Source: an optimization exercise on an open RTL-to-GDS flow (aim: small area and a short achievable clock period). Production flows keep margins and buffers that such runs may drop.
No run shown here included a check of the RTL's function; only the layout flow was run.

==> flow/design.v, too long to show whole: its modules and the start of the top module <==
// module winograd: 3996 lines
// module wino_ha: 6 lines
// module wino_nand: 5 lines
// module wino_nandn: 5 lines
// module wino_nor: 5 lines
// module wino_x2: 5 lines
// module wino_xn: 5 lines
// module wino_fa: 6 lines
// module winograd_top: 28 lines
module winograd_top(clk, rst_n, in_valid,
    inp10, inp11, inp12, inp13, inp20, inp21, inp22, inp23,
    inp30, inp31, inp32, inp33, inp40, inp41, inp42, inp43,
    ker10, ker11, ker12, ker20, ker21, ker22, ker30, ker31, ker32,
    out_valid, out10, out11, out20, out21);
  // ...
==> flow/flow/run.sh <==
#!/bin/bash
# Own layout flow: the standard flow (standard.sh) with two changes:
#  - the port buffers use a small buffer cell (buf_1) instead of the default choice;
#  - timing repair aims for 11.0 ns of setup slack, i.e. it works on every path
#    longer than 4.5 ns (the clock period stays 15.5 ns).
export BUFFER_PORTS_ARGS="-buffer_cell sky130_fd_sc_hd__buf_1"
export SETUP_SLACK_MARGIN=11.0
bash standard.sh > standard.log 2>&1
==> flow/standard.sh <==
#!/bin/bash
# synth_recipe.tcl (not shown) runs the flow's synth.tcl, then flattens the netlist and writes it again
# the make line also repeats each setting of config.mk as NAME=value (left out here)
make -C /OpenROAD-flow-scripts/flow DESIGN_CONFIG=/design/flow/config.mk WORK_HOME=/design/flow/orfs CLKGATE_MAP_FILE= SYNTH_SCRIPT=/design/flow/synth_recipe.tcl "${@:-finish}"
==> flow/config.mk <==
export PLATFORM = sky130hd
export DESIGN_NAME = winograd_top
export DESIGN_NICKNAME = winograd_top
export VERILOG_FILES = /design/flow/design.v
export SDC_FILE = /design/flow/constraint.sdc
export NUM_CORES = 4
export LEC_CHECK = 0
export CAP_MARGIN = 20
export CORE_MARGIN = 2
export CORE_UTILIZATION = 60
export CTS_CLUSTER_DIAMETER = 100
export CTS_CLUSTER_SIZE = 25
export SLEW_MARGIN = 20
export SYNTH_HIERARCHICAL = 1
==> flow/constraint.sdc <==
create_clock -name core_clock -period 15.5 [get_ports {clk}]
set_input_delay 3.1000 -clock core_clock [delete_from_list [all_inputs] [get_ports {clk}]]
set_output_delay 3.1000 -clock core_clock [all_outputs]
set_load 0.01 [all_outputs]
==> out/results.ini, run 1 <==
[finish]
multi_input_comb_cells=1662
drive_gt1_frac=0.1001
largest_reg_flops=3
non_clock_buffer_count=270
final_cell_mix=fa_1 (484), nand2_1 (453), dfxtp_1 (334)
n_antenna_cell=1
seq_area_um2=7445
final_cell_count_no_fill=3171
syn2layout_area_growth_pct=10.85
final_common_cell=fa_1

[detailed_routing]
avgViaCountPerCell=5.212
vias=16530
wl_met2_um=35190
wl_per_cell_um=23.43

[floorplan]
start_util=0.6104
tap-cell-count=592
die-height_um=216.3
coreArea_um2=44320
io-pin-count=236

[synthesis]
synth_compound_area_frac=0
async_flop_share=0
synthTopCellsByCount=fa_1 (593), nand2_1 (456), dfxtp_1 (368)
synth_top_family_by_area=adder cells
post_synth_fa_ha_maj_area_fraction=0.4523
synth_edf_count=0
yosysMostFrequentCell=fa_1

[clocking]
tritoncts=done

[place]
place_area_um2=28520
dp_hpwl_um=66160
port_buffers=235

[run_status]
status=timing/DRC/antenna clean

[sta]
min_period_ps=4475

[flow_run]
maxCapViolations=0

==> run 2, diff against run 1 <==
--- a/flow/design.v
+++ b/flow/design.v
@@ -34,55 +34,57 @@
 reg r1_ker10_1;
 reg r1_ker30_1;
 reg r1_ker10_2;
 reg r1_ker30_2;
 reg r1_ker10_3;
 reg r1_ker30_3;
 reg r1_ker10_4;
 reg r1_ker30_4;
-reg r1_n8;
 reg r1_ker10_5;
 reg r1_ker30_5;
+reg r1_n10;
 reg r1_ker10_6;
 reg r1_ker30_6;
 reg r1_n15;
 reg r1_ker20_3;
 reg r1_n7;
 reg r1_n22;
 reg r1_ker20_4;
+reg r1_n9;
 reg r1_ker20_5;
 reg r1_ker20_6;
 reg r1_ker20_7;
 reg r1_n38;
 reg r1_ker11_0;
 reg r1_ker31_0;
 reg r1_ker11_1;
 reg r1_ker31_1;
 reg r1_ker11_2;
 reg r1_ker31_2;
+reg r1_n52;
 reg r1_ker11_3;
 reg r1_ker31_3;
-reg r1_n54;
 reg r1_ker11_4;
 reg r1_ker31_4;
 reg r1_ker11_5;
 reg r1_ker31_5;
 reg r1_ker11_6;
 reg r1_ker31_6;
 reg r1_n63;
+reg r1_ker21_1;
+reg r1_n66;
+reg r1_n51;
 reg r1_ker21_2;
-reg r1_n53;
-reg r1_n68;
 reg r1_ker21_3;
 reg r1_ker21_4;
 reg r1_ker21_5;
 reg r1_ker21_6;
 reg r1_ker21_7;
-reg r1_n84;
+reg r1_n82;
 reg r1_ker12_0;
 reg r1_ker32_0;
 reg r1_ker12_1;
 reg r1_ker32_1;
 reg r1_ker12_2;
 reg r1_ker32_2;
 reg r1_ker12_3;
 reg r1_ker32_3;
@@ -110,26 +112,23 @@
 reg r1_n113;
 reg r1_n230;
 reg r1_n19;
 reg r1_n115;
 reg r1_n21;
 reg r1_n117;
 reg r1_n65;
 reg r1_n229;
-reg r1_n67;
+reg r1_n33;
 reg r1_n129;
-reg r1_n278;
 reg r1_n35;
 reg r1_n131;
 reg r1_n37;
 reg r1_n133;
 reg r1_n81;
-reg r1_n277;
-reg r1_n83;
 reg r1_inp13_0;
 reg r1_inp13_1;
 reg r1_inp13_2;
 reg r1_inp13_3;
 reg r1_n334;
 reg r1_n337;
 reg r1_n336;
 reg r1_inp13_4;
@@ -202,22 +201,22 @@
 reg r1_inp10_0;
 reg r1_inp10_1;
 reg r1_inp10_2;
 reg r1_inp10_3;
 reg r1_n526;
 reg r1_n529;
 reg r1_n528;
 reg r1_inp10_4;
+reg r1_inp20_4;
+reg r1_inp30_4;
 reg r1_n530;
-reg r1_n533;
 reg r1_inp10_5;
 reg r1_inp20_5;
 reg r1_inp30_5;
-reg r1_n534;
 reg r1_n541;
 reg r1_n547;
 reg r1_inp40_0;
 reg r1_inp40_1;
 reg r1_inp40_2;
 reg r1_inp40_3;
 reg r1_n558;
 reg r1_n561;
@@ -225,31 +224,31 @@
 reg r1_inp40_4;
 reg r1_n562;
 reg r1_n565;
 reg r1_inp40_5;
 reg r1_n566;
 reg r1_n573;
 reg r1_n579;
 reg r1_n519;
+reg r1_n584;
+reg r1_n459;
 reg r1_n395;
 reg r1_n582;
 reg r1_n523;
-reg r1_n585;
 reg r1_n463;
 reg r1_n399;
-reg r1_n586;
 reg r1_n527;
 reg r1_n467;
 reg r1_n403;
 reg r1_n327;
+reg r1_n614;
+reg r1_n616;
 reg r1_n331;
-reg r1_n617;
 reg r1_n335;
-reg r1_n618;
 reg r1_n551;
 reg r1_n427;
 reg r1_n555;
 reg r1_n649;
 reg r1_n495;
 reg r1_n431;
 reg r1_n650;
 reg r1_n559;
@@ -266,33 +265,37 @@
 reg r1_n742;
 reg r1_n762;
 reg r1_n769;
 reg r1_n770;
 reg r1_n790;
 reg r1_n797;
 reg r1_n798;
 reg r1_n818;
+reg r1_n822;
+reg r1_n828;
 reg r1_n615;
 reg r2_n945;
 reg r2_n952;
 reg r2_n960;
 reg r2_n953;
 reg r2_n962;
 reg r2_n976;
 reg r2_n977;
 reg r1_n583;
 reg r2_n1042;
 reg r2_n1049;
 reg r2_n1057;
 reg r2_n1050;
 reg r2_n1059;
+reg r2_n1060;
+reg r2_n1072;
 reg r2_n1073;
-reg r2_n1074;
 reg r1_n1078;
+reg r1_n1079;
 reg r1_n679;
 reg r2_n1283;
 reg r2_n1290;
 reg r2_n1298;
 reg r2_n1291;
 reg r2_n1300;
 reg r2_n1314;
 reg r2_n1315;
@@ -302,131 +305,136 @@
 reg r2_n1389;
 reg r2_n1382;
 reg r2_n1391;
 reg r2_n1405;
 reg r2_n1406;
 reg r1_n1410;
 reg r1_n1411;
 reg r1_n1412;
+reg r1_n1413;
+reg r2_n936;
+reg r2_n1274;
+reg r2_n1536;
 reg r2_n1544;
 reg r2_n944;
 reg r2_n1282;
 reg r2_n1537;
-reg r2_n1539;
 reg r2_n1556;
 reg r2_n1570;
 reg r2_n1586;
+reg r2_n1365;
+reg r2_n1033;
+reg r2_n1635;
 reg r2_n1643;
 reg r2_n1373;
 reg r2_n1041;
 reg r2_n1636;
-reg r2_n1638;
 reg r2_n1655;
 reg r2_n1669;
 reg r2_n1685;
+reg r2_n1720;
+reg r2_n1727;
+reg r2_n1722;
 reg r2_n1724;
-reg r2_n1538;
-reg r2_n1729;
-reg r2_n1637;
 reg r2_n1739;
-reg r2_n1730;
 reg r2_n1753;
 reg r2_n1769;
 reg r2_n1788;
-reg r2_n1831;
+reg r2_n1829;
+reg r2_n1824;
+reg r2_n1826;
 reg r2_n1839;
-reg r2_n1832;
 reg r2_n1851;
 reg r2_n1865;
 reg r2_n1882;
+reg r2_n1931;
 reg r2_n1932;
-reg r2_n1934;
 reg r2_n1939;
 reg r2_n1951;
 reg r2_n1965;
 reg r2_n1981;
+reg r2_n2030;
 reg r2_n2031;
-reg r2_n2033;
 reg r2_n2038;
 reg r2_n2050;
 reg r2_n2064;
 reg r2_n2080;
+reg r2_n2124;
+reg r2_n2117;
+reg r2_n2119;
 reg r2_n2121;
-reg r2_n1933;
-reg r2_n2126;
-reg r2_n2032;
 reg r2_n2136;
-reg r2_n2127;
 reg r2_n2150;
 reg r2_n2166;
 reg r2_n2185;
-reg r2_n2232;
+reg r2_n2230;
+reg r2_n2223;
+reg r2_n2225;
 reg r2_n2227;
 reg r2_n2242;
-reg r2_n2233;
 reg r2_n2256;
 reg r2_n2272;
 reg r2_n2291;
-reg r3_n1886;
-reg r3_n2172;
 reg r2_n1723;
 reg r3_n1723;
-reg r3_n2248;
-reg r3_n2298;
-reg r3_n2301;
-reg r3_n1733;
-reg r3_n1775;
-reg r2_n2120;
-reg r3_n2120;
-reg r2_n2226;
-reg r3_n2226;
 reg r3_n2278;
-reg r3_n1745;
-reg r3_n2142;
 reg r2_n2297;
 reg r3_n2297;
-reg r3_n2299;
-reg r3_n2156;
-reg r3_n1793;
-reg r3_n1759;
-reg r3_n2130;
+reg r2_n2226;
+reg r3_n2226;
+reg r3_n2298;
+reg r3_n1733;
 reg r3_n2236;
-reg r3_n2300;
+reg r3_n1775;
 reg r3_n2296;
+reg r3_n2300;
+reg r3_n1886;
+reg r3_n2130;
+reg r3_n2172;
 reg r3_n2262;
+reg r3_n2248;
+reg r3_n2299;
+reg r3_n2142;
+reg r3_n1745;
+reg r3_n1759;
+reg r3_n1793;
+reg r3_n2301;
+reg r2_n2120;
+reg r3_n2120;
 reg r3_n2190;
+reg r3_n2156;
 wire n1, n2;
 wino_ha u_n2(ker10[0], ker30[0], n1, n2);
 wire n3, n4;
 wino_fa u_n4(ker10[1], ker30[1], n2, n3, n4);
 wire n5, n6;
 wino_fa u_n6(ker10[2], ker30[2], n4, n5, n6);
 wire n7, n8;
 wino_fa u_n8(ker10[3], ker30[3], n6, n7, n8);
 wire n9, n10;
-wino_fa u_n10(r1_ker10_4, r1_ker30_4, r1_n8, n9, n10);
+wino_fa u_n10(ker10[4], ker30[4], n8, n9, n10);
 wire n11, n12;
-wino_fa u_n12(r1_ker10_5, r1_ker30_5, n10, n11, n12);
+wino_fa u_n12(r1_ker10_5, r1_ker30_5, r1_n10, n11, n12);
 wire n13, n14;
 wino_fa u_n14(r1_ker10_6, r1_ker30_6, n12, n13, n14);
 wire n15;
 wino_x2 u_n15(ker10[7], ker30[7], n15);
 wire n16;
 wino_x2 u_n16(r1_n15, n14, n16);
 wire n17, n18;
 wino_ha u_n18(ker20[0], n1, n17, n18);
 wire n19, n20;
 wino_fa u_n20(ker20[1], n18, n3, n19, n20);
 wire n21, n22;
 wino_fa u_n22(ker20[2], n5, n20, n21, n22);
 wire n23, n24;
 wino_fa u_n24(r1_ker20_3, r1_n7, r1_n22, n23, n24);
 wire n25, n26;
-wino_fa u_n26(r1_ker20_4, n9, n24, n25, n26);
+wino_fa u_n26(r1_ker20_4, r1_n9, n24, n25, n26);
 wire n27, n28;
 wino_fa u_n28(r1_ker20_5, n11, n26, n27, n28);
 wire n29, n30;
 wino_fa u_n30(r1_ker20_6, n13, n28, n29, n30);
 wire n31;
 wino_x2 u_n31(r1_ker20_7, n16, n31);
 wire n32;
 wino_x2 u_n32(n30, n31, n32);
@@ -435,68 +443,68 @@
 wino_nandn u_n34(ker20[0], n1, n34);
 wire n35, n36;
 wino_fa u_n36(~ker20[1], n34, n3, n35, n36);
 wire n37, n38;
 wino_fa u_n38(~ker20[2], n5, n36, n37, n38);
 wire n39, n40;
 wino_fa u_n40(~r1_ker20_3, r1_n7, r1_n38, n39, n40);
 wire n41, n42;
-wino_fa u_n42(~r1_ker20_4, n9, n40, n41, n42);
+wino_fa u_n42(~r1_ker20_4, r1_n9, n40, n41, n42);
 wire n43, n44;
 wino_fa u_n44(~r1_ker20_5, n11, n42, n43, n44);
 wire n45, n46;
 wino_fa u_n46(~r1_ker20_6, n13, n44, n45, n46);
 wire n47;
 wino_xn u_n47(r1_ker20_7, n16, n47);
 wire n48;
 wino_x2 u_n48(n46, n47, n48);
 wire n49, n50;
 wino_ha u_n50(ker11[0], ker31[0], n49, n50);
 wire n51, n52;
 wino_fa u_n52(ker11[1], ker31[1], n50, n51, n52);
 wire n53, n54;
-wino_fa u_n54(ker11[2], ker31[2], n52, n53, n54);
+wino_fa u_n54(r1_ker11_2, r1_ker31_2, r1_n52, n53, n54);
 wire n55, n56;
-wino_fa u_n56(r1_ker11_3, r1_ker31_3, r1_n54, n55, n56);
+wino_fa u_n56(r1_ker11_3, r1_ker31_3, n54, n55, n56);
 wire n57, n58;
 wino_fa u_n58(r1_ker11_4, r1_ker31_4, n56, n57, n58);
 wire n59, n60;
 wino_fa u_n60(r1_ker11_5, r1_ker31_5, n58, n59, n60);
 wire n61, n62;
 wino_fa u_n62(r1_ker11_6, r1_ker31_6, n60, n61, n62);
 wire n63;
 wino_x2 u_n63(ker11[7], ker31[7], n63);
 wire n64;
 wino_x2 u_n64(r1_n63, n62, n64);
 wire n65, n66;
 wino_ha u_n66(ker21[0], n49, n65, n66);
 wire n67, n68;
-wino_fa u_n68(ker21[1], n66, n51, n67, n68);
+wino_fa u_n68(r1_ker21_1, r1_n66, r1_n51, n67, n68);
 wire n69, n70;
-wino_fa u_n70(r1_ker21_2, r1_n53, r1_n68, n69, n70);
+wino_fa u_n70(r1_ker21_2, n53, n68, n69, n70);
 wire n71, n72;
 wino_fa u_n72(r1_ker21_3, n55, n70, n71, n72);
 wire n73, n74;
 wino_fa u_n74(r1_ker21_4, n57, n72, n73, n74);
 wire n75, n76;
 wino_fa u_n76(r1_ker21_5, n59, n74, n75, n76);
 wire n77, n78;
 wino_fa u_n78(r1_ker21_6, n61, n76, n77, n78);
 wire n79;
 wino_x2 u_n79(r1_ker21_7, n64, n79);
 wire n80;
 wino_x2 u_n80(n78, n79, n80);
 wire n81, n82;
 wino_xn u_n81(ker21[0], n49, n81);
 wino_nandn u_n82(ker21[0], n49, n82);
 wire n83, n84;
-wino_fa u_n84(~ker21[1], n82, n51, n83, n84);
+wino_fa u_n84(~r1_ker21_1, r1_n82, r1_n51, n83, n84);
 wire n85, n86;
-wino_fa u_n86(~r1_ker21_2, r1_n53, r1_n84, n85, n86);
+wino_fa u_n86(~r1_ker21_2, n53, n84, n85, n86);
 wire n87, n88;
 wino_fa u_n88(~r1_ker21_3, n55, n86, n87, n88);
 wire n89, n90;
 wino_fa u_n90(~r1_ker21_4, n57, n88, n89, n90);
 wire n91, n92;
 wino_fa u_n92(~r1_ker21_5, n59, n90, n91, n92);
 wire n93, n94;
 wino_fa u_n94(~r1_ker21_6, n61, n92, n93, n94);
@@ -673,17 +681,17 @@
 wino_fa u_n242(n29, n125, n240, n241, n242);
 wire n243;
 wino_x2 u_n243(n32, n128, n243);
 wire n244;
 wino_x2 u_n244(n242, n243, n244);
 wire n245, n246;
 wino_ha u_n246(r1_n65, r1_n229, n245, n246);
 wire n247, n248;
-wino_fa u_n248(n246, r1_n67, n231, n247, n248);
+wino_fa u_n248(n246, n67, n231, n247, n248);
 wire n249, n250;
 wino_fa u_n250(n69, n248, n233, n249, n250);
 wire n251, n252;
 wino_fa u_n252(n71, n235, n250, n251, n252);
 wire n253, n254;
 wino_fa u_n254(n73, n237, n252, n253, n254);
 wire n255, n256;
 wino_fa u_n256(n75, n239, n254, n255, n256);
@@ -692,74 +700,74 @@
 wire n259;
 wino_x2 u_n259(n80, n244, n259);
 wire n260;
 wino_x2 u_n260(n258, n259, n260);
 wire n261, n262;
 wino_x2 u_n261(r1_n65, r1_n229, n261);
 wino_nandn u_n262(r1_n65, r1_n229, n262);
 wire n263, n264;
-wino_fa u_n264(n262, ~r1_n67, n231, n263, n264);
+wino_fa u_n264(n262, ~n67, n231, n263, n264);
 wire n265, n266;
 wino_fa u_n266(~n69, n264, n233, n265, n266);
 wire n267, n268;
 wino_fa u_n268(~n71, n235, n266, n267, n268);
 wire n269, n270;
 wino_fa u_n270(~n73, n237, n268, n269, n270);
 wire n271, n272;
 wino_fa u_n272(~n75, n239, n270, n271, n272);
 wire n273, n274;
 wino_fa u_n274(~n77, n241, n272, n273, n274);
 wire n275;
 wino_xn u_n275(n80, n244, n275);
 wire n276;
 wino_x2 u_n276(n274, n275, n276);
 wire n277, n278;
-wino_xn u_n277(n33, n129, n277);
-wino_nor u_n278(n33, n129, n278);
+wino_xn u_n277(r1_n33, r1_n129, n277);
+wino_nor u_n278(r1_n33, r1_n129, n278);
 wire n279, n280;
-wino_fa u_n280(r1_n278, r1_n35, r1_n131, n279, n280);
+wino_fa u_n280(n278, r1_n35, r1_n131, n279, n280);
 wire n281, n282;
 wino_fa u_n282(r1_n37, r1_n133, n280, n281, n282);
 wire n283, n284;
 wino_fa u_n284(n39, n135, n282, n283, n284);
 wire n285, n286;
 wino_fa u_n286(n41, n137, n284, n285, n286);
 wire n287, n288;
 wino_fa u_n288(n43, n139, n286, n287, n288);
 wire n289, n290;
 wino_fa u_n290(n45, n141, n288, n289, n290);
 wire n291;
 wino_x2 u_n291(n48, n144, n291);
 wire n292;
 wino_x2 u_n292(n290, n291, n292);
 wire n293, n294;
-wino_x2 u_n293(r1_n81, r1_n277, n293);
-wino_nor u_n294(r1_n81, r1_n277, n294);
+wino_x2 u_n293(r1_n81, n277, n293);
+wino_nor u_n294(r1_n81, n277, n294);
 wire n295, n296;
-wino_fa u_n296(n294, r1_n83, n279, n295, n296);
+wino_fa u_n296(n294, n83, n279, n295, n296);
 wire n297, n298;
 wino_fa u_n298(n85, n296, n281, n297, n298);
 wire n299, n300;
 wino_fa u_n300(n87, n283, n298, n299, n300);
 wire n301, n302;
 wino_fa u_n302(n89, n285, n300, n301, n302);
 wire n303, n304;
 wino_fa u_n304(n91, n287, n302, n303, n304);
 wire n305, n306;
 wino_fa u_n306(n93, n289, n304, n305, n306);
 wire n307;
 wino_x2 u_n307(n96, n292, n307);
 wire n308;
 wino_x2 u_n308(n306, n307, n308);
 wire n309, n310;
-wino_x2 u_n309(r1_n277, r1_n81, n309);
-wino_nandn u_n310(r1_n277, r1_n81, n310);
+wino_x2 u_n309(n277, r1_n81, n309);
+wino_nandn u_n310(n277, r1_n81, n310);
 wire n311, n312;
-wino_fa u_n312(n310, ~r1_n83, n279, n311, n312);
+wino_fa u_n312(n310, ~n83, n279, n311, n312);
 wire n313, n314;
 wino_fa u_n314(~n85, n312, n281, n313, n314);
 wire n315, n316;
 wino_fa u_n316(~n87, n283, n314, n315, n316);
 wire n317, n318;
 wino_fa u_n318(~n89, n285, n316, n317, n318);
 wire n319, n320;
 wino_fa u_n320(~n91, n287, n318, n319, n320);
@@ -1007,23 +1015,23 @@
 wino_fa u_n526(inp10[2], ~inp20[2], inp30[2], n525, n526);
 wire n527, n528;
 wino_fa u_n528(n522, n525, n524, n527, n528);
 wire n529, n530;
 wino_fa u_n530(inp10[3], ~inp20[3], inp30[3], n529, n530);
 wire n531, n532;
 wino_fa u_n532(r1_n526, r1_n529, r1_n528, n531, n532);
 wire n533, n534;
-wino_fa u_n534(inp10[4], ~inp20[4], inp30[4], n533, n534);
+wino_fa u_n534(r1_inp10_4, ~r1_inp20_4, r1_inp30_4, n533, n534);
 wire n535, n536;
-wino_fa u_n536(r1_n530, r1_n533, n532, n535, n536);
+wino_fa u_n536(r1_n530, n533, n532, n535, n536);
 wire n537, n538;
 wino_fa u_n538(r1_inp10_5, ~r1_inp20_5, r1_inp30_5, n537, n538);
 wire n539, n540;
-wino_fa u_n540(r1_n534, n537, n536, n539, n540);
+wino_fa u_n540(n534, n537, n536, n539, n540);
 wire n541, n542;
 wino_fa u_n542(inp10[6], ~inp20[6], inp30[6], n541, n542);
 wire n543, n544;
 wino_fa u_n544(n538, r1_n541, n540, n543, n544);
 wire n545;
 wino_xn u_n545(inp10[7], inp20[7], n545);
 wire n546;
 wino_x2 u_n546(inp30[7], n545, n546);
@@ -1071,21 +1079,21 @@
 wino_x2 u_n580(r1_n579, n576, n580);
 wire n581, n582;
 wino_x2 u_n581(n455, n391, n581);
 wino_nor u_n582(n455, n391, n582);
 wire n583, n584;
 wino_x2 u_n583(n519, n581, n583);
 wino_nor u_n584(n519, n581, n584);
 wire n585, n586;
-wino_fa u_n586(n584, n459, n395, n585, n586);
+wino_fa u_n586(r1_n584, r1_n459, r1_n395, n585, n586);
 wire n587, n588;
-wino_fa u_n588(r1_n582, r1_n523, ~r1_n585, n587, n588);
+wino_fa u_n588(r1_n582, r1_n523, ~n585, n587, n588);
 wire n589, n590;
-wino_fa u_n590(r1_n463, r1_n399, r1_n586, n589, n590);
+wino_fa u_n590(r1_n463, r1_n399, n586, n589, n590);
 wire n591, n592;
 wino_fa u_n592(r1_n527, ~n589, n588, n591, n592);
 wire n593, n594;
 wino_fa u_n594(r1_n467, r1_n403, n590, n593, n594);
 wire n595, n596;
 wino_fa u_n596(n531, ~n593, n592, n595, n596);
 wire n597, n598;
 wino_fa u_n598(n471, n407, n594, n597, n598);
@@ -1108,21 +1116,21 @@
 wire n612;
 wino_xn u_n612(n611, n608, n612);
 wire n613, n614;
 wino_x2 u_n613(n391, n455, n613);
 wino_nandn u_n614(n391, n455, n614);
 wire n615, n616;
 wino_ha u_n616(n327, n613, n615, n616);
 wire n617, n618;
-wino_fa u_n618(n614, n616, n459, n617, n618);
+wino_fa u_n618(r1_n614, r1_n616, r1_n459, n617, n618);
 wire n619, n620;
-wino_fa u_n620(~r1_n395, r1_n331, r1_n617, n619, n620);
+wino_fa u_n620(~r1_n395, r1_n331, n617, n619, n620);
 wire n621, n622;
-wino_fa u_n622(r1_n463, r1_n335, r1_n618, n621, n622);
+wino_fa u_n622(r1_n463, r1_n335, n618, n621, n622);
 wire n623, n624;
 wino_fa u_n624(~r1_n399, n620, n621, n623, n624);
 wire n625, n626;
 wino_fa u_n626(r1_n467, n339, n622, n625, n626);
 wire n627, n628;
 wino_fa u_n628(~r1_n403, n624, n625, n627, n628);
 wire n629, n630;
 wino_fa u_n630(n471, n343, n626, n629, n630);
@@ -1352,29 +1360,29 @@
 wino_xn u_n818(inp10[6], n817, n818);
 wire n819;
 wino_x2 u_n819(n814, r1_n818, n819);
 wire n820;
 wino_x2 u_n820(n819, n816, n820);
 wire n821;
 wino_nand u_n821(r1_n113, r1_n519, n821);
 wire n822;
-wino_nand u_n822(r1_n113, r1_n523, n822);
+wino_nand u_n822(n113, n523, n822);
 wire n823;
 wino_nand u_n823(r1_n113, r1_n527, n823);
 wire n824;
 wino_nand u_n824(r1_n113, n531, n824);
 wire n825;
 wino_nand u_n825(r1_n113, n535, n825);
 wire n826;
 wino_nand u_n826(r1_n113, n539, n826);
 wire n827;
 wino_nand u_n827(r1_n113, n543, n827);
 wire n828;
-wino_nand u_n828(r1_n115, r1_n519, n828);
+wino_nand u_n828(n115, n519, n828);
 wire n829;
 wino_nand u_n829(r1_n115, r1_n523, n829);
 wire n830;
 wino_nand u_n830(r1_n115, r1_n527, n830);
 wire n831;
 wino_nand u_n831(r1_n115, n531, n831);
 wire n832;
 wino_nand u_n832(r1_n115, n535, n832);
@@ -1406,18 +1414,18 @@
 wino_nand u_n845(n121, r1_n527, n845);
 wire n846;
 wino_nand u_n846(n123, r1_n519, n846);
 wire n847;
 wino_nand u_n847(n123, r1_n523, n847);
 wire n848;
 wino_nand u_n848(n125, r1_n519, n848);
 wire n849, n850;
-wino_x2 u_n849(n822, n828, n849);
-wino_nor u_n850(n822, n828, n850);
+wino_x2 u_n849(r1_n822, r1_n828, n849);
+wino_nor u_n850(r1_n822, r1_n828, n850);
 wire n851, n852;
 wino_fa u_n852(n829, n823, n834, n851, n852);
 wire n853, n854;
 wino_xn u_n853(n851, n850, n853);
 wino_nor u_n854(n851, ~n850, n854);
 wire n855, n856;
 wino_fa u_n856(n830, n835, n824, n855, n856);
 wire n857, n858;
@@ -1759,27 +1767,27 @@
 wino_xn u_n1070(n1056, n1068, n1070);
 wire n1071;
 wino_x2 u_n1071(n994, n1022, n1071);
 wire n1072;
 wino_x2 u_n1072(n1069, n1070, n1072);
 wire n1073;
 wino_xn u_n1073(n1058, n1071, n1073);
 wire n1074;
-wino_xn u_n1074(n1060, n1072, n1074);
+wino_xn u_n1074(r2_n1060, r2_n1072, n1074);
 wire n1075;
-wino_x2 u_n1075(r2_n1073, r2_n1074, n1075);
+wino_x2 u_n1075(r2_n1073, n1074, n1075);
 wire n1076;
 wino_xn u_n1076(n1062, n1075, n1076);
 wire n1077;
 wino_x2 u_n1077(n1064, n1076, n1077);
 wire n1078;
 wino_nand u_n1078(n17, n327, n1078);
 wire n1079;
-wino_nand u_n1079(r1_n17, r1_n331, n1079);
+wino_nand u_n1079(n17, n331, n1079);
 wire n1080;
 wino_nand u_n1080(r1_n17, r1_n335, n1080);
 wire n1081;
 wino_nand u_n1081(r1_n17, n339, n1081);
 wire n1082;
 wino_nand u_n1082(r1_n17, n343, n1082);
 wire n1083;
 wino_nand u_n1083(r1_n17, n347, n1083);
@@ -1823,18 +1831,18 @@
 wino_nand u_n1102(n25, r1_n335, n1102);
 wire n1103;
 wino_nand u_n1103(n27, r1_n327, n1103);
 wire n1104;
 wino_nand u_n1104(n27, r1_n331, n1104);
 wire n1105;
 wino_nand u_n1105(n29, r1_n327, n1105);
 wire n1106, n1107;
-wino_xn u_n1106(r1_n1078, n1079, n1106);
-wino_nor u_n1107(r1_n1078, n1079, n1107);
+wino_xn u_n1106(r1_n1078, r1_n1079, n1106);
+wino_nor u_n1107(r1_n1078, r1_n1079, n1107);
 wire n1108, n1109;
 wino_ha u_n1109(n1085, n1106, n1108, n1109);
 wire n1110, n1111;
 wino_x2 u_n1110(n1107, n1086, n1110);
 wino_nandn u_n1111(n1107, n1086, n1111);
 wire n1112, n1113;
 wino_fa u_n1113(n1080, n1109, n1110, n1112, n1113);
 wire n1114, n1115;
@@ -2305,17 +2313,17 @@
 wino_x2 u_n1409(n1396, n1408, n1409);
 wire n1410;
 assign n1410 = ~n33;
 wire n1411;
 assign n1411 = ~n359;
 wire n1412;
 wino_nand u_n1412(n1410, n1411, n1412);
 wire n1413;
-wino_nand u_n1413(r1_n1410, r1_n363, n1413);
+wino_nand u_n1413(n1410, n363, n1413);
 wire n1414;
 wino_nand u_n1414(r1_n1410, r1_n367, n1414);
 wire n1415;
 wino_nand u_n1415(r1_n1410, n371, n1415);
 wire n1416;
 wino_nand u_n1416(r1_n1410, n375, n1416);
 wire n1417;
 wino_nand u_n1417(r1_n1410, n379, n1417);
@@ -2359,18 +2367,18 @@
 wino_nand u_n1436(n41, r1_n367, n1436);
 wire n1437;
 wino_nand u_n1437(n43, r1_n1411, n1437);
 wire n1438;
 wino_nand u_n1438(n43, r1_n363, n1438);
 wire n1439;
 wino_nand u_n1439(n45, r1_n1411, n1439);
 wire n1440, n1441;
-wino_xn u_n1440(r1_n1412, n1413, n1440);
-wino_nor u_n1441(r1_n1412, n1413, n1441);
+wino_xn u_n1440(r1_n1412, r1_n1413, n1440);
+wino_nor u_n1441(r1_n1412, r1_n1413, n1441);
 wire n1442, n1443;
 wino_ha u_n1443(n1419, n1440, n1442, n1443);
 wire n1444, n1445;
 wino_x2 u_n1444(n1441, n1420, n1444);
 wino_nandn u_n1445(n1441, n1420, n1445);
 wire n1446, n1447;
 wino_fa u_n1447(n1414, n1443, n1444, n1446, n1447);
 wire n1448, n1449;
@@ -2506,28 +2514,28 @@
 wire n1532, n1533;
 wino_x2 u_n1532(n1527, n1500, n1532);
 wino_nandn u_n1533(n1527, n1500, n1533);
 wire n1534, n1535;
 wino_fa u_n1535(n1494, n1505, n1532, n1534, n1535);
 wire n1536, n1537;
 wino_fa u_n1537(~n1534, n1529, n1531, n1536, n1537);
 wire n1538, n1539;
-wino_fa u_n1539(n936, n1274, n1536, n1538, n1539);
+wino_fa u_n1539(r2_n936, r2_n1274, r2_n1536, n1538, n1539);
 wire n1540, n1541;
 wino_xn u_n1540(n1501, n1506, n1540);
 wino_nor u_n1541(n1501, n1506, n1541);
 wire n1542, n1543;
 wino_fa u_n1543(n1533, n1540, n1495, n1542, n1543);
 wire n1544, n1545;
 wino_fa u_n1545(n1510, n1535, n1542, n1544, n1545);
 wire n1546, n1547;
 wino_fa u_n1547(r2_n1544, r2_n944, r2_n1282, n1546, n1547);
 wire n1548, n1549;
-wino_fa u_n1549(r2_n1537, r2_n1539, ~n1546, n1548, n1549);
+wino_fa u_n1549(r2_n1537, n1539, ~n1546, n1548, n1549);
 wire n1550, n1551;
 wino_x2 u_n1550(n1541, n1507, n1550);
 wino_nandn u_n1551(n1541, n1507, n1551);
 wire n1552, n1553;
 wino_fa u_n1553(n1502, n1511, n1550, n1552, n1553);
 wire n1554, n1555;
 wino_fa u_n1555(n1496, n1543, n1514, n1554, n1555);
 wire n1556, n1557;
@@ -2655,28 +2663,28 @@
 wire n1631, n1632;
 wino_x2 u_n1631(n1626, n1599, n1631);
 wino_nandn u_n1632(n1626, n1599, n1632);
 wire n1633, n1634;
 wino_fa u_n1634(n1593, n1604, n1631, n1633, n1634);
 wire n1635, n1636;
 wino_fa u_n1636(~n1633, n1628, n1630, n1635, n1636);
 wire n1637, n1638;
-wino_fa u_n1638(n1365, n1033, n1635, n1637, n1638);
+wino_fa u_n1638(r2_n1365, r2_n1033, r2_n1635, n1637, n1638);
 wire n1639, n1640;
 wino_xn u_n1639(n1600, n1605, n1639);
 wino_nor u_n1640(n1600, n1605, n1640);
 wire n1641, n1642;
 wino_fa u_n1642(n1632, n1639, n1594, n1641, n1642);
 wire n1643, n1644;
 wino_fa u_n1644(n1609, n1634, n1641, n1643, n1644);
 wire n1645, n1646;
 wino_fa u_n1646(r2_n1643, r2_n1373, r2_n1041, n1645, n1646);
 wire n1647, n1648;
-wino_fa u_n1648(r2_n1636, r2_n1638, ~n1645, n1647, n1648);
+wino_fa u_n1648(r2_n1636, n1638, ~n1645, n1647, n1648);
 wire n1649, n1650;
 wino_x2 u_n1649(n1640, n1606, n1649);
 wino_nandn u_n1650(n1640, n1606, n1650);
 wire n1651, n1652;
 wino_fa u_n1652(n1601, n1610, n1649, n1651, n1652);
 wire n1653, n1654;
 wino_fa u_n1654(n1595, n1642, n1613, n1653, n1654);
 wire n1655, n1656;
@@ -2789,30 +2797,30 @@
 wire n1723, n1724;
 wino_xn u_n1723(n1629, n1721, n1723);
 wino_nor u_n1724(n1629, ~n1721, n1724);
 wire n1725, n1726;
 wino_fa u_n1726(n1691, n1696, ~n1718, n1725, n1726);
 wire n1727, n1728;
 wino_fa u_n1728(n1725, n853, n1191, n1727, n1728);
 wire n1729, n1730;
-wino_fa u_n1730(n1720, ~n1727, n1722, n1729, n1730);
+wino_fa u_n1730(r2_n1720, ~r2_n1727, r2_n1722, n1729, n1730);
 wire n1731, n1732;
-wino_fa u_n1732(r2_n1724, r2_n1538, r2_n1729, n1731, n1732);
+wino_fa u_n1732(r2_n1724, n1538, n1729, n1731, n1732);
 wire n1733, n1734;
-wino_xn u_n1733(r2_n1637, n1731, n1733);
-wino_nor u_n1734(r2_n1637, ~n1731, n1734);
+wino_xn u_n1733(n1637, n1731, n1733);
+wino_nor u_n1734(n1637, ~n1731, n1734);
 wire n1735, n1736;
 wino_fa u_n1736(n1692, n1697, n1701, n1735, n1736);
 wire n1737, n1738;
 wino_fa u_n1738(n1735, n1726, n1728, n1737, n1738);
 wire n1739, n1740;
 wino_fa u_n1740(n859, n1197, n1737, n1739, n1740);
 wire n1741, n1742;
-wino_fa u_n1742(~r2_n1739, r2_n1730, n1732, n1741, n1742);
+wino_fa u_n1742(~r2_n1739, n1730, n1732, n1741, n1742);
 wire n1743, n1744;
 wino_fa u_n1744(n1734, n1741, n1548, n1743, n1744);
 wire n1745, n1746;
 wino_xn u_n1745(n1647, n1743, n1745);
 wino_nor u_n1746(n1647, ~n1743, n1746);
 wire n1747, n1748;
 wino_fa u_n1748(n1693, n1698, n1702, n1747, n1748);
 wire n1749, n1750;
@@ -2934,27 +2942,27 @@
 wino_fa u_n1824(n1818, ~n1821, n1820, n1823, n1824);
 wire n1825, n1826;
 wino_fa u_n1826(n1530, n1629, n1823, n1825, n1826);
 wire n1827, n1828;
 wino_fa u_n1828(n1795, n1800, ~n1822, n1827, n1828);
 wire n1829, n1830;
 wino_fa u_n1830(n1114, n1448, ~n1827, n1829, n1830);
 wire n1831, n1832;
-wino_fa u_n1832(~n1829, n1824, n1826, n1831, n1832);
+wino_fa u_n1832(~r2_n1829, r2_n1824, r2_n1826, n1831, n1832);
 wire n1833, n1834;
-wino_fa u_n1834(r2_n1538, r2_n1637, r2_n1831, n1833, n1834);
+wino_fa u_n1834(n1538, n1637, n1831, n1833, n1834);
 wire n1835, n1836;
 wino_fa u_n1836(n1796, n1801, n1805, n1835, n1836);
 wire n1837, n1838;
 wino_fa u_n1838(n1122, n1456, n1830, n1837, n1838);
 wire n1839, n1840;
 wino_fa u_n1840(n1835, n1828, ~n1837, n1839, n1840);
 wire n1841, n1842;
-wino_fa u_n1842(r2_n1839, r2_n1832, n1834, n1841, n1842);
+wino_fa u_n1842(r2_n1839, n1832, n1834, n1841, n1842);
 wire n1843, n1844;
 wino_fa u_n1844(n1841, n1548, n1647, n1843, n1844);
 wire n1845, n1846;
 wino_fa u_n1846(n1797, n1802, n1806, n1845, n1846);
 wire n1847, n1848;
 wino_fa u_n1848(n1809, n1836, n1845, n1847, n1848);
 wire n1849, n1850;
 wino_fa u_n1850(n1838, n1132, n1466, n1849, n1850);
@@ -3084,26 +3092,26 @@
 wire n1927, n1928;
 wino_x2 u_n1927(n1922, n1895, n1927);
 wino_nandn u_n1928(n1922, n1895, n1928);
 wire n1929, n1930;
 wino_fa u_n1930(n1889, n1900, n1927, n1929, n1930);
 wire n1931, n1932;
 wino_fa u_n1932(~n1929, n1924, n1926, n1931, n1932);
 wire n1933, n1934;
-wino_fa u_n1934(n1274, ~n936, n1931, n1933, n1934);
+wino_fa u_n1934(r2_n1274, ~r2_n936, r2_n1931, n1933, n1934);
 wire n1935, n1936;
 wino_xn u_n1935(n1896, n1901, n1935);
 wino_nor u_n1936(n1896, n1901, n1936);
 wire n1937, n1938;
 wino_fa u_n1938(n1928, n1935, n1890, n1937, n1938);
 wire n1939, n1940;
 wino_fa u_n1940(n1905, n1930, n1937, n1939, n1940);
 wire n1941, n1942;
-wino_fa u_n1942(r2_n1932, r2_n944, r2_n1934, n1941, n1942);
+wino_fa u_n1942(r2_n1932, r2_n944, n1934, n1941, n1942);
 wire n1943, n1944;
 wino_fa u_n1944(r2_n1939, r2_n1282, ~n1941, n1943, n1944);
 wire n1945, n1946;
 wino_x2 u_n1945(n1936, n1902, n1945);
 wino_nandn u_n1946(n1936, n1902, n1946);
 wire n1947, n1948;
 wino_fa u_n1948(n1897, n1906, n1945, n1947, n1948);
 wire n1949, n1950;
@@ -3233,26 +3241,26 @@
 wire n2026, n2027;
 wino_x2 u_n2026(n2021, n1994, n2026);
 wino_nandn u_n2027(n2021, n1994, n2027);
 wire n2028, n2029;
 wino_fa u_n2029(n1988, n1999, n2026, n2028, n2029);
 wire n2030, n2031;
 wino_fa u_n2031(~n2028, n2023, n2025, n2030, n2031);
 wire n2032, n2033;
-wino_fa u_n2033(n1365, ~n1033, n2030, n2032, n2033);
+wino_fa u_n2033(r2_n1365, ~r2_n1033, r2_n2030, n2032, n2033);
 wire n2034, n2035;
 wino_xn u_n2034(n1995, n2000, n2034);
 wino_nor u_n2035(n1995, n2000, n2035);
 wire n2036, n2037;
 wino_fa u_n2037(n2027, n2034, n1989, n2036, n2037);
 wire n2038, n2039;
 wino_fa u_n2039(n2004, n2029, n2036, n2038, n2039);
 wire n2040, n2041;
-wino_fa u_n2041(r2_n2031, r2_n1041, r2_n2033, n2040, n2041);
+wino_fa u_n2041(r2_n2031, r2_n1041, n2033, n2040, n2041);
 wire n2042, n2043;
 wino_fa u_n2043(r2_n2038, r2_n1373, ~n2040, n2042, n2043);
 wire n2044, n2045;
 wino_x2 u_n2044(n2035, n2001, n2044);
 wino_nandn u_n2045(n2035, n2001, n2045);
 wire n2046, n2047;
 wino_fa u_n2047(n1996, n2005, n2044, n2046, n2047);
 wire n2048, n2049;
@@ -3370,30 +3378,30 @@
 wire n2120, n2121;
 wino_xn u_n2120(n2024, n2118, n2120);
 wino_nor u_n2121(n2024, ~n2118, n2121);
 wire n2122, n2123;
 wino_fa u_n2123(n2086, n2091, ~n2115, n2122, n2123);
 wire n2124, n2125;
 wino_fa u_n2125(n1191, ~n853, n2122, n2124, n2125);
 wire n2126, n2127;
-wino_fa u_n2127(~n2124, n2117, n2119, n2126, n2127);
+wino_fa u_n2127(~r2_n2124, r2_n2117, r2_n2119, n2126, n2127);
 wire n2128, n2129;
-wino_fa u_n2129(r2_n2121, r2_n1933, r2_n2126, n2128, n2129);
+wino_fa u_n2129(r2_n2121, n1933, n2126, n2128, n2129);
 wire n2130, n2131;
-wino_xn u_n2130(r2_n2032, n2128, n2130);
-wino_nor u_n2131(r2_n2032, ~n2128, n2131);
+wino_xn u_n2130(n2032, n2128, n2130);
+wino_nor u_n2131(n2032, ~n2128, n2131);
 wire n2132, n2133;
 wino_fa u_n2133(n2087, n2092, n2096, n2132, n2133);
 wire n2134, n2135;
 wino_fa u_n2135(n2132, n2123, n2125, n2134, n2135);
 wire n2136, n2137;
 wino_fa u_n2137(n1197, ~n859, n2134, n2136, n2137);
 wire n2138, n2139;
-wino_fa u_n2139(~r2_n2136, r2_n2127, n2129, n2138, n2139);
+wino_fa u_n2139(~r2_n2136, n2127, n2129, n2138, n2139);
 wire n2140, n2141;
 wino_fa u_n2141(n2131, n2138, n2042, n2140, n2141);
 wire n2142, n2143;
 wino_xn u_n2142(n1943, n2140, n2142);
 wino_nor u_n2143(n1943, ~n2140, n2143);
 wire n2144, n2145;
 wino_fa u_n2145(n2088, n2093, n2097, n2144, n2145);
 wire n2146, n2147;
@@ -3522,30 +3530,30 @@
 wire n2226, n2227;
 wino_xn u_n2226(n2224, n2219, n2226);
 wino_nor u_n2227(n2224, ~n2219, n2227);
 wire n2228, n2229;
 wino_fa u_n2229(n2192, n2197, ~n2221, n2228, n2229);
 wire n2230, n2231;
 wino_fa u_n2231(~n1448, n1114, n2228, n2230, n2231);
 wire n2232, n2233;
-wino_fa u_n2233(n2230, n2223, n2225, n2232, n2233);
+wino_fa u_n2233(r2_n2230, r2_n2223, r2_n2225, n2232, n2233);
 wire n2234, n2235;
-wino_fa u_n2235(r2_n1933, r2_n2032, r2_n2232, n2234, n2235);
+wino_fa u_n2235(n1933, n2032, n2232, n2234, n2235);
 wire n2236, n2237;
 wino_xn u_n2236(n2234, r2_n2227, n2236);
 wino_nor u_n2237(n2234, ~r2_n2227, n2237);
 wire n2238, n2239;
 wino_fa u_n2239(n2193, n2198, n2202, n2238, n2239);
 wire n2240, n2241;
 wino_fa u_n2241(n2238, n2229, n2231, n2240, n2241);
 wire n2242, n2243;
 wino_fa u_n2243(~n1456, n1122, n2240, n2242, n2243);
 wire n2244, n2245;
-wino_fa u_n2245(r2_n2242, r2_n2233, n2235, n2244, n2245);
+wino_fa u_n2245(r2_n2242, n2233, n2235, n2244, n2245);
 wire n2246, n2247;
 wino_fa u_n2247(n2237, n1943, n2042, n2246, n2247);
 wire n2248, n2249;
 wino_xn u_n2248(n2244, n2246, n2248);
 wino_nor u_n2249(n2244, ~n2246, n2249);
 wire n2250, n2251;
 wino_fa u_n2251(n2194, n2199, n2203, n2250, n2251);
 wire n2252, n2253;
@@ -3628,55 +3636,57 @@
   r1_ker10_1 <= ker10[1];
   r1_ker30_1 <= ker30[1];
   r1_ker10_2 <= ker10[2];
   r1_ker30_2 <= ker30[2];
   r1_ker10_3 <= ker10[3];
   r1_ker30_3 <= ker30[3];
   r1_ker10_4 <= ker10[4];
   r1_ker30_4 <= ker30[4];
-  r1_n8 <= n8;
   r1_ker10_5 <= ker10[5];
   r1_ker30_5 <= ker30[5];
+  r1_n10 <= n10;
   r1_ker10_6 <= ker10[6];
   r1_ker30_6 <= ker30[6];
   r1_n15 <= n15;
   r1_ker20_3 <= ker20[3];
   r1_n7 <= n7;
   r1_n22 <= n22;
   r1_ker20_4 <= ker20[4];
+  r1_n9 <= n9;
   r1_ker20_5 <= ker20[5];
   r1_ker20_6 <= ker20[6];
   r1_ker20_7 <= ker20[7];
   r1_n38 <= n38;
   r1_ker11_0 <= ker11[0];
   r1_ker31_0 <= ker31[0];
   r1_ker11_1 <= ker11[1];
   r1_ker31_1 <= ker31[1];
   r1_ker11_2 <= ker11[2];
   r1_ker31_2 <= ker31[2];
+  r1_n52 <= n52;
   r1_ker11_3 <= ker11[3];
   r1_ker31_3 <= ker31[3];
-  r1_n54 <= n54;
   r1_ker11_4 <= ker11[4];
   r1_ker31_4 <= ker31[4];
   r1_ker11_5 <= ker11[5];
   r1_ker31_5 <= ker31[5];
   r1_ker11_6 <= ker11[6];
   r1_ker31_6 <= ker31[6];
   r1_n63 <= n63;
+  r1_ker21_1 <= ker21[1];
+  r1_n66 <= n66;
+  r1_n51 <= n51;
   r1_ker21_2 <= ker21[2];
-  r1_n53 <= n53;
-  r1_n68 <= n68;
   r1_ker21_3 <= ker21[3];
   r1_ker21_4 <= ker21[4];
   r1_ker21_5 <= ker21[5];
   r1_ker21_6 <= ker21[6];
   r1_ker21_7 <= ker21[7];
-  r1_n84 <= n84;
+  r1_n82 <= n82;
   r1_ker12_0 <= ker12[0];
   r1_ker32_0 <= ker32[0];
   r1_ker12_1 <= ker12[1];
   r1_ker32_1 <= ker32[1];
   r1_ker12_2 <= ker12[2];
   r1_ker32_2 <= ker32[2];
   r1_ker12_3 <= ker12[3];
   r1_ker32_3 <= ker32[3];
@@ -3704,26 +3714,23 @@
   r1_n113 <= n113;
   r1_n230 <= n230;
   r1_n19 <= n19;
   r1_n115 <= n115;
   r1_n21 <= n21;
   r1_n117 <= n117;
   r1_n65 <= n65;
   r1_n229 <= n229;
-  r1_n67 <= n67;
+  r1_n33 <= n33;
   r1_n129 <= n129;
-  r1_n278 <= n278;
   r1_n35 <= n35;
   r1_n131 <= n131;
   r1_n37 <= n37;
   r1_n133 <= n133;
   r1_n81 <= n81;
-  r1_n277 <= n277;
-  r1_n83 <= n83;
   r1_inp13_0 <= inp13[0];
   r1_inp13_1 <= inp13[1];
   r1_inp13_2 <= inp13[2];
   r1_inp13_3 <= inp13[3];
   r1_n334 <= n334;
   r1_n337 <= n337;
   r1_n336 <= n336;
   r1_inp13_4 <= inp13[4];
@@ -3796,22 +3803,22 @@
   r1_inp10_0 <= inp10[0];
   r1_inp10_1 <= inp10[1];
   r1_inp10_2 <= inp10[2];
   r1_inp10_3 <= inp10[3];
   r1_n526 <= n526;
   r1_n529 <= n529;
   r1_n528 <= n528;
   r1_inp10_4 <= inp10[4];
+  r1_inp20_4 <= inp20[4];
+  r1_inp30_4 <= inp30[4];
   r1_n530 <= n530;
-  r1_n533 <= n533;
   r1_inp10_5 <= inp10[5];
   r1_inp20_5 <= inp20[5];
   r1_inp30_5 <= inp30[5];
-  r1_n534 <= n534;
   r1_n541 <= n541;
   r1_n547 <= n547;
   r1_inp40_0 <= inp40[0];
   r1_inp40_1 <= inp40[1];
   r1_inp40_2 <= inp40[2];
   r1_inp40_3 <= inp40[3];
   r1_n558 <= n558;
   r1_n561 <= n561;
@@ -3819,31 +3826,31 @@
   r1_inp40_4 <= inp40[4];
   r1_n562 <= n562;
   r1_n565 <= n565;
   r1_inp40_5 <= inp40[5];
   r1_n566 <= n566;
   r1_n573 <= n573;
   r1_n579 <= n579;
   r1_n519 <= n519;
+  r1_n584 <= n584;
+  r1_n459 <= n459;
   r1_n395 <= n395;
   r1_n582 <= n582;
   r1_n523 <= n523;
-  r1_n585 <= n585;
   r1_n463 <= n463;
   r1_n399 <= n399;
-  r1_n586 <= n586;
   r1_n527 <= n527;
   r1_n467 <= n467;
   r1_n403 <= n403;
   r1_n327 <= n327;
+  r1_n614 <= n614;
+  r1_n616 <= n616;
   r1_n331 <= n331;
-  r1_n617 <= n617;
   r1_n335 <= n335;
-  r1_n618 <= n618;
   r1_n551 <= n551;
   r1_n427 <= n427;
   r1_n555 <= n555;
   r1_n649 <= n649;
   r1_n495 <= n495;
   r1_n431 <= n431;
   r1_n650 <= n650;
   r1_n559 <= n559;
@@ -3860,33 +3867,37 @@
   r1_n742 <= n742;
   r1_n762 <= n762;
   r1_n769 <= n769;
   r1_n770 <= n770;
   r1_n790 <= n790;
   r1_n797 <= n797;
   r1_n798 <= n798;
   r1_n818 <= n818;
+  r1_n822 <= n822;
+  r1_n828 <= n828;
   r1_n615 <= n615;
   r2_n945 <= n945;
   r2_n952 <= n952;
   r2_n960 <= n960;
   r2_n953 <= n953;
   r2_n962 <= n962;
   r2_n976 <= n976;
   r2_n977 <= n977;
   r1_n583 <= n583;
   r2_n1042 <= n1042;
   r2_n1049 <= n1049;
   r2_n1057 <= n1057;
   r2_n1050 <= n1050;
   r2_n1059 <= n1059;
+  r2_n1060 <= n1060;
+  r2_n1072 <= n1072;
   r2_n1073 <= n1073;
-  r2_n1074 <= n1074;
   r1_n1078 <= n1078;
+  r1_n1079 <= n1079;
   r1_n679 <= n679;
   r2_n1283 <= n1283;
   r2_n1290 <= n1290;
   r2_n1298 <= n1298;
   r2_n1291 <= n1291;
   r2_n1300 <= n1300;
   r2_n1314 <= n1314;
   r2_n1315 <= n1315;
@@ -3896,103 +3907,108 @@
   r2_n1389 <= n1389;
   r2_n1382 <= n1382;
   r2_n1391 <= n1391;
   r2_n1405 <= n1405;
   r2_n1406 <= n1406;
   r1_n1410 <= n1410;
   r1_n1411 <= n1411;
   r1_n1412 <= n1412;
+  r1_n1413 <= n1413;
+  r2_n936 <= n936;
+  r2_n1274 <= n1274;
+  r2_n1536 <= n1536;
   r2_n1544 <= n1544;
   r2_n944 <= n944;
   r2_n1282 <= n1282;
   r2_n1537 <= n1537;
-  r2_n1539 <= n1539;
   r2_n1556 <= n1556;
   r2_n1570 <= n1570;
   r2_n1586 <= n1586;
+  r2_n1365 <= n1365;
+  r2_n1033 <= n1033;
+  r2_n1635 <= n1635;
   r2_n1643 <= n1643;
   r2_n1373 <= n1373;
   r2_n1041 <= n1041;
   r2_n1636 <= n1636;
-  r2_n1638 <= n1638;
   r2_n1655 <= n1655;
   r2_n1669 <= n1669;
   r2_n1685 <= n1685;
+  r2_n1720 <= n1720;
+  r2_n1727 <= n1727;
+  r2_n1722 <= n1722;
   r2_n1724 <= n1724;
-  r2_n1538 <= n1538;
-  r2_n1729 <= n1729;
-  r2_n1637 <= n1637;
   r2_n1739 <= n1739;
-  r2_n1730 <= n1730;
   r2_n1753 <= n1753;
   r2_n1769 <= n1769;
   r2_n1788 <= n1788;
-  r2_n1831 <= n1831;
+  r2_n1829 <= n1829;
+  r2_n1824 <= n1824;
+  r2_n1826 <= n1826;
   r2_n1839 <= n1839;
-  r2_n1832 <= n1832;
   r2_n1851 <= n1851;
   r2_n1865 <= n1865;
   r2_n1882 <= n1882;
+  r2_n1931 <= n1931;
   r2_n1932 <= n1932;
-  r2_n1934 <= n1934;
   r2_n1939 <= n1939;
   r2_n1951 <= n1951;
   r2_n1965 <= n1965;
   r2_n1981 <= n1981;
+  r2_n2030 <= n2030;
   r2_n2031 <= n2031;
-  r2_n2033 <= n2033;
   r2_n2038 <= n2038;
   r2_n2050 <= n2050;
   r2_n2064 <= n2064;
   r2_n2080 <= n2080;
+  r2_n2124 <= n2124;
+  r2_n2117 <= n2117;
+  r2_n2119 <= n2119;
   r2_n2121 <= n2121;
-  r2_n1933 <= n1933;
-  r2_n2126 <= n2126;
-  r2_n2032 <= n2032;
   r2_n2136 <= n2136;
-  r2_n2127 <= n2127;
   r2_n2150 <= n2150;
   r2_n2166 <= n2166;
   r2_n2185 <= n2185;
-  r2_n2232 <= n2232;
+  r2_n2230 <= n2230;
+  r2_n2223 <= n2223;
+  r2_n2225 <= n2225;
   r2_n2227 <= n2227;
   r2_n2242 <= n2242;
-  r2_n2233 <= n2233;
   r2_n2256 <= n2256;
   r2_n2272 <= n2272;
   r2_n2291 <= n2291;
-  r3_n1886 <= n1886;
-  r3_n2172 <= n2172;
   r2_n1723 <= n1723;
   r3_n1723 <= r2_n1723;
-  r3_n2248 <= n2248;
-  r3_n2298 <= n2298;
-  r3_n2301 <= n2301;
-  r3_n1733 <= n1733;
-  r3_n1775 <= n1775;
-  r2_n2120 <= n2120;
-  r3_n2120 <= r2_n2120;
-  r2_n2226 <= n2226;
-  r3_n2226 <= r2_n2226;
   r3_n2278 <= n2278;
-  r3_n1745 <= n1745;
-  r3_n2142 <= n2142;
   r2_n2297 <= n2297;
   r3_n2297 <= r2_n2297;
-  r3_n2299 <= n2299;
-  r3_n2156 <= n2156;
-  r3_n1793 <= n1793;
-  r3_n1759 <= n1759;
-  r3_n2130 <= n2130;
+  r2_n2226 <= n2226;
+  r3_n2226 <= r2_n2226;
+  r3_n2298 <= n2298;
+  r3_n1733 <= n1733;
   r3_n2236 <= n2236;
-  r3_n2300 <= n2300;
+  r3_n1775 <= n1775;
   r3_n2296 <= n2296;
+  r3_n2300 <= n2300;
+  r3_n1886 <= n1886;
+  r3_n2130 <= n2130;
+  r3_n2172 <= n2172;
   r3_n2262 <= n2262;
+  r3_n2248 <= n2248;
+  r3_n2299 <= n2299;
+  r3_n2142 <= n2142;
+  r3_n1745 <= n1745;
+  r3_n1759 <= n1759;
+  r3_n1793 <= n1793;
+  r3_n2301 <= n2301;
+  r2_n2120 <= n2120;
+  r3_n2120 <= r2_n2120;
   r3_n2190 <= n2190;
+  r3_n2156 <= n2156;
 end
 assign out10 = {r3_n1793, r3_n1793, r3_n1793, r3_n1775, r3_n1759, r3_n1745, r3_n1733, r3_n1723};
 assign out11 = {r3_n1886, r3_n1886, r3_n1886, r3_n2301, r3_n2300, r3_n2299, r3_n2298, r3_n2297};
 assign out20 = {r3_n2190, r3_n2190, r3_n2190, r3_n2172, r3_n2156, r3_n2142, r3_n2130, r3_n2120};
 assign out21 = {r3_n2296, r3_n2296, r3_n2296, r3_n2278, r3_n2262, r3_n2248, r3_n2236, r3_n2226};
 endmodule
 module wino_ha(a, b, s, c);
 input a, b;
==> flow/flow/run.sh (replaced) <==
#!/bin/bash
# Own layout flow: the standard flow (standard.sh) with two changes:
#  - the port buffers use a small buffer cell (buf_2) instead of the default choice;
#  - timing repair aims for 11.0 ns of setup slack, i.e. it works on every path
#    longer than 4.5 ns (the clock period stays 15.5 ns).
export BUFFER_PORTS_ARGS="-buffer_cell sky130_fd_sc_hd__buf_2"
export SETUP_SLACK_MARGIN=11.0
bash standard.sh > standard.log 2>&1
==> flow/config.mk (replaced) <==
export PLATFORM = sky130hd
export DESIGN_NAME = winograd_top
export DESIGN_NICKNAME = winograd_top
export VERILOG_FILES = /design/flow/design.v
export SDC_FILE = /design/flow/constraint.sdc
export NUM_CORES = 4
export LEC_CHECK = 0
export CAP_MARGIN = 20
export CORE_MARGIN = 2
export CORE_UTILIZATION = 40
export SLEW_MARGIN = 20
export SYNTH_HIERARCHICAL = 1
==> run 2 against run 1 <==
Net effect:
- die area rose by 50%
- via count grew 0.41%
==> out/results.ini, run 2 <==
[floorplan]
die_x_um=264.8
die_area_um2=70130
io-pin-count=236  ; unchanged
start_util=0.4044  ; -0.2059
rows=95
coreArea_um2=67280  ; +52%
die-height_um=264.8  ; +22%

[sta]
setup_viol=0
period_share=0.2902
tns_ps=0
rsz0062_at_grt=true
drv_slew=0
whs_ps=327.0
tightest_slew_ps=670.1
fin_ws_ps=11000
fin_skew_ps=44.26
final_hold_viol_count=0
min_period_ps=4498  ; +23.10 ps
fmax_mhz=222.3
max_slew_margin=0.5501

[detailed_routing]
dr_wl_met3_um=6316
drt-initial-drc-count=1123
drtPass1Iterations=5
drcViolationCount=0
avgViaCountPerCell=4.705  ; -9.7%
wl_per_cell_um=22.16  ; -5.4%
met1_length_um=30570
antenna_left=0
vias=16590  ; +0.41%
wirelength_um=78160
routed.top_layer=met5
wl_met2_um=37110  ; +5.5%

[clocking]
ctsHoldBuffers=0
clock_latency_ps=610
tritoncts=done
root_buffer=clkbuf_16
h-tree-depth=2
clockBufferDepth=3
path_clk_slew_ps=60
cts-buffers-inserted=47
numClockSinks=376

[synthesis]
ys.warnings.count=8
synth_top_cell_area_share=0.4363
synthTopCellsByCount=fa_1 (593), nand2_1 (456), dfxtp_1 (376)
async_flop_share=0  ; unchanged
synth_cell_types=11
ys_ff_latch=376
syn-num-nets=3146
yosys-top-cells-area=fa_1 (44%), dfxtp_1 (28%), xor2_1 (10%), nand2_1 (6.3%), xnor2_1 (4.7%)
synth_edf_count=0  ; unchanged
synth_top_flop_cell=dfxtp_1
synth.avg_cell_area_um2=11.72
synthCells=2321
synth_top_area_cell=fa_1
yosysMostFrequentCell=fa_1
synth_area_um2=27210
synth_seq_area_share=0.2766

[min_path]
hp-class=flop to flop

[place]
place_area_um2=29330  ; +2.9%
dp_slack_ps=10400
gp_congestion=0.9226
place_inst=3398
dp_hpwl_um=68730  ; +3.9%
port_buffers=235  ; unchanged

[finish]
nets=3442
regMostFlops=vld
drive_gt1_frac=0.2096  ; +0.1095
final_util=0.4753
finalInstanceArea_um2=31980
syn2layout_area_growth_pct=17.52
final_cell_count_no_fill=3527  ; +11%
largest_reg_flops=3  ; unchanged
nFillCells=6117
final_common_cell=fa_1
final_cell_mix=fa_1 (469), nand2_1 (454), dfxtp_1 (346)

[critical_path]
cp_max_fo=4
worstSetupPathType=flop to flop
arrival_ps=4960
cp-start-kind=flop
worst_setup_path_end_kind=flop
critPathRequiredTime_ps=15960

[global_routing]
grt_pass1_vias=18790
grt_pass1_wl_um=115400
track_usage=0.2294
antenna_found_initial=2
grt_max_degree=14
grt_remaining_overflow=0

[run_status]
status=timing/DRC/antenna clean

[flow_run]
maxCapViolations=0  ; unchanged

[run 2: what timing repair did]
item	CTS	global route
endpoints found under the setup margin	47	42
pin swaps	23	54
resized for setup	85	100
setup buffers	15	28
[run 2: Yosys stat by module (local to each module, per instance)]
module        cells inside  times used
wino_nor                 1          95
wino_nand                1         456
winograd               656           1
wino_ha                  1          29
wino_nandn               1          31
winograd_top             6           1
wino_xn                  1         145
wino_fa                  1         593
wino_x2                  1         310
[run 2: cells by family after synthesis]
family	share of synthesized area
fa+ha+maj	0.4496
xor+xnor	0.1465
buf+inv	0.04345
flops	0.2766
simple gates	0.08383
[run 2: routing by layer]
metal	GRT usage	vias to the layer above
li1	-	7372
met1	0.2824	8398
met2	0.3766	652
met3	0.05992	169
met4	0.1099	2
met5	0	-
[run 2: final timing paths]
path                         startpoint               endpoint  slack (ps)  cells after the start
setup / recovery   core.r1_n337$_DFF_P_  core.r2_n1882$_DFF_P_       11000                     11
hold / removal    core.r2_n1723$_DFF_P_  core.r3_n1723$_DFF_P_         330                      0
setup reg to reg   core.r1_n337$_DFF_P_  core.r2_n1882$_DFF_P_       11000                     11
hold reg to reg   core.r2_n1723$_DFF_P_  core.r3_n1723$_DFF_P_         330                      0
[run 2: final cells by class]
type,instances,area (µm²),area share
multi-input cells,1662,19090,0.5970
inverters,251,944.7,0.02954
diodes,1,2.502,0.00007826
clock buffers,59,1323,0.04136
repair buffers,279,1509,0.04719
clock inverters,26,414.1,0.01295
well taps,873,1092,0.03416
flip-flops and latches,376,7602,0.2378
[run 2: critical path, stage by stage (launching register included)]
cell and delay (ps):
dfxtp_1 320, fa_2 390, fa_2 620, nand2_1 90, fa_1 470, fa_1 510
fa_1 600, ha_4 240, fa_1 530, inv_1 50, fa_1 400, xnor2_1 150

[what the ideal ports hide]
The flow's constraints put no driver on any port. The routed layouts listed below were extracted and timed again, unchanged, in two steps.
Step 1: set_driving_cell puts a clkbuf_16 on clk and a buf_2 on each other input, an assumption about the parent block.
Step 2 times the ports against the registers' clock, not the clock port: input delays grow and output delays shrink by t, the midpoint of the rising clock arrivals with the driver on.
Slacks: ideal / step 1 / step 2; pairs: ideal / step 1.
| run | t, ns | setup slack, ns | worst setup path at the end | slew at the worst register clock pin (ns) | worst data-port slew with drivers (ns) |
|---|---|---|---|---|---|
| run 1 | 0.617 | 11.025 / 11.057 / 10.440 | input to register | 0.11 / 0.11 | 0.09 |
| run 2 | 0.649 | 11.002 / 11.002 / 10.391 | input to register | 0.06 / 0.06 | 0.13 |
After both steps every run listed still meets setup and hold. The setup slack of run 2, which loses most, moves by 0.000 ns with the drivers and by -0.611 ns with both steps.
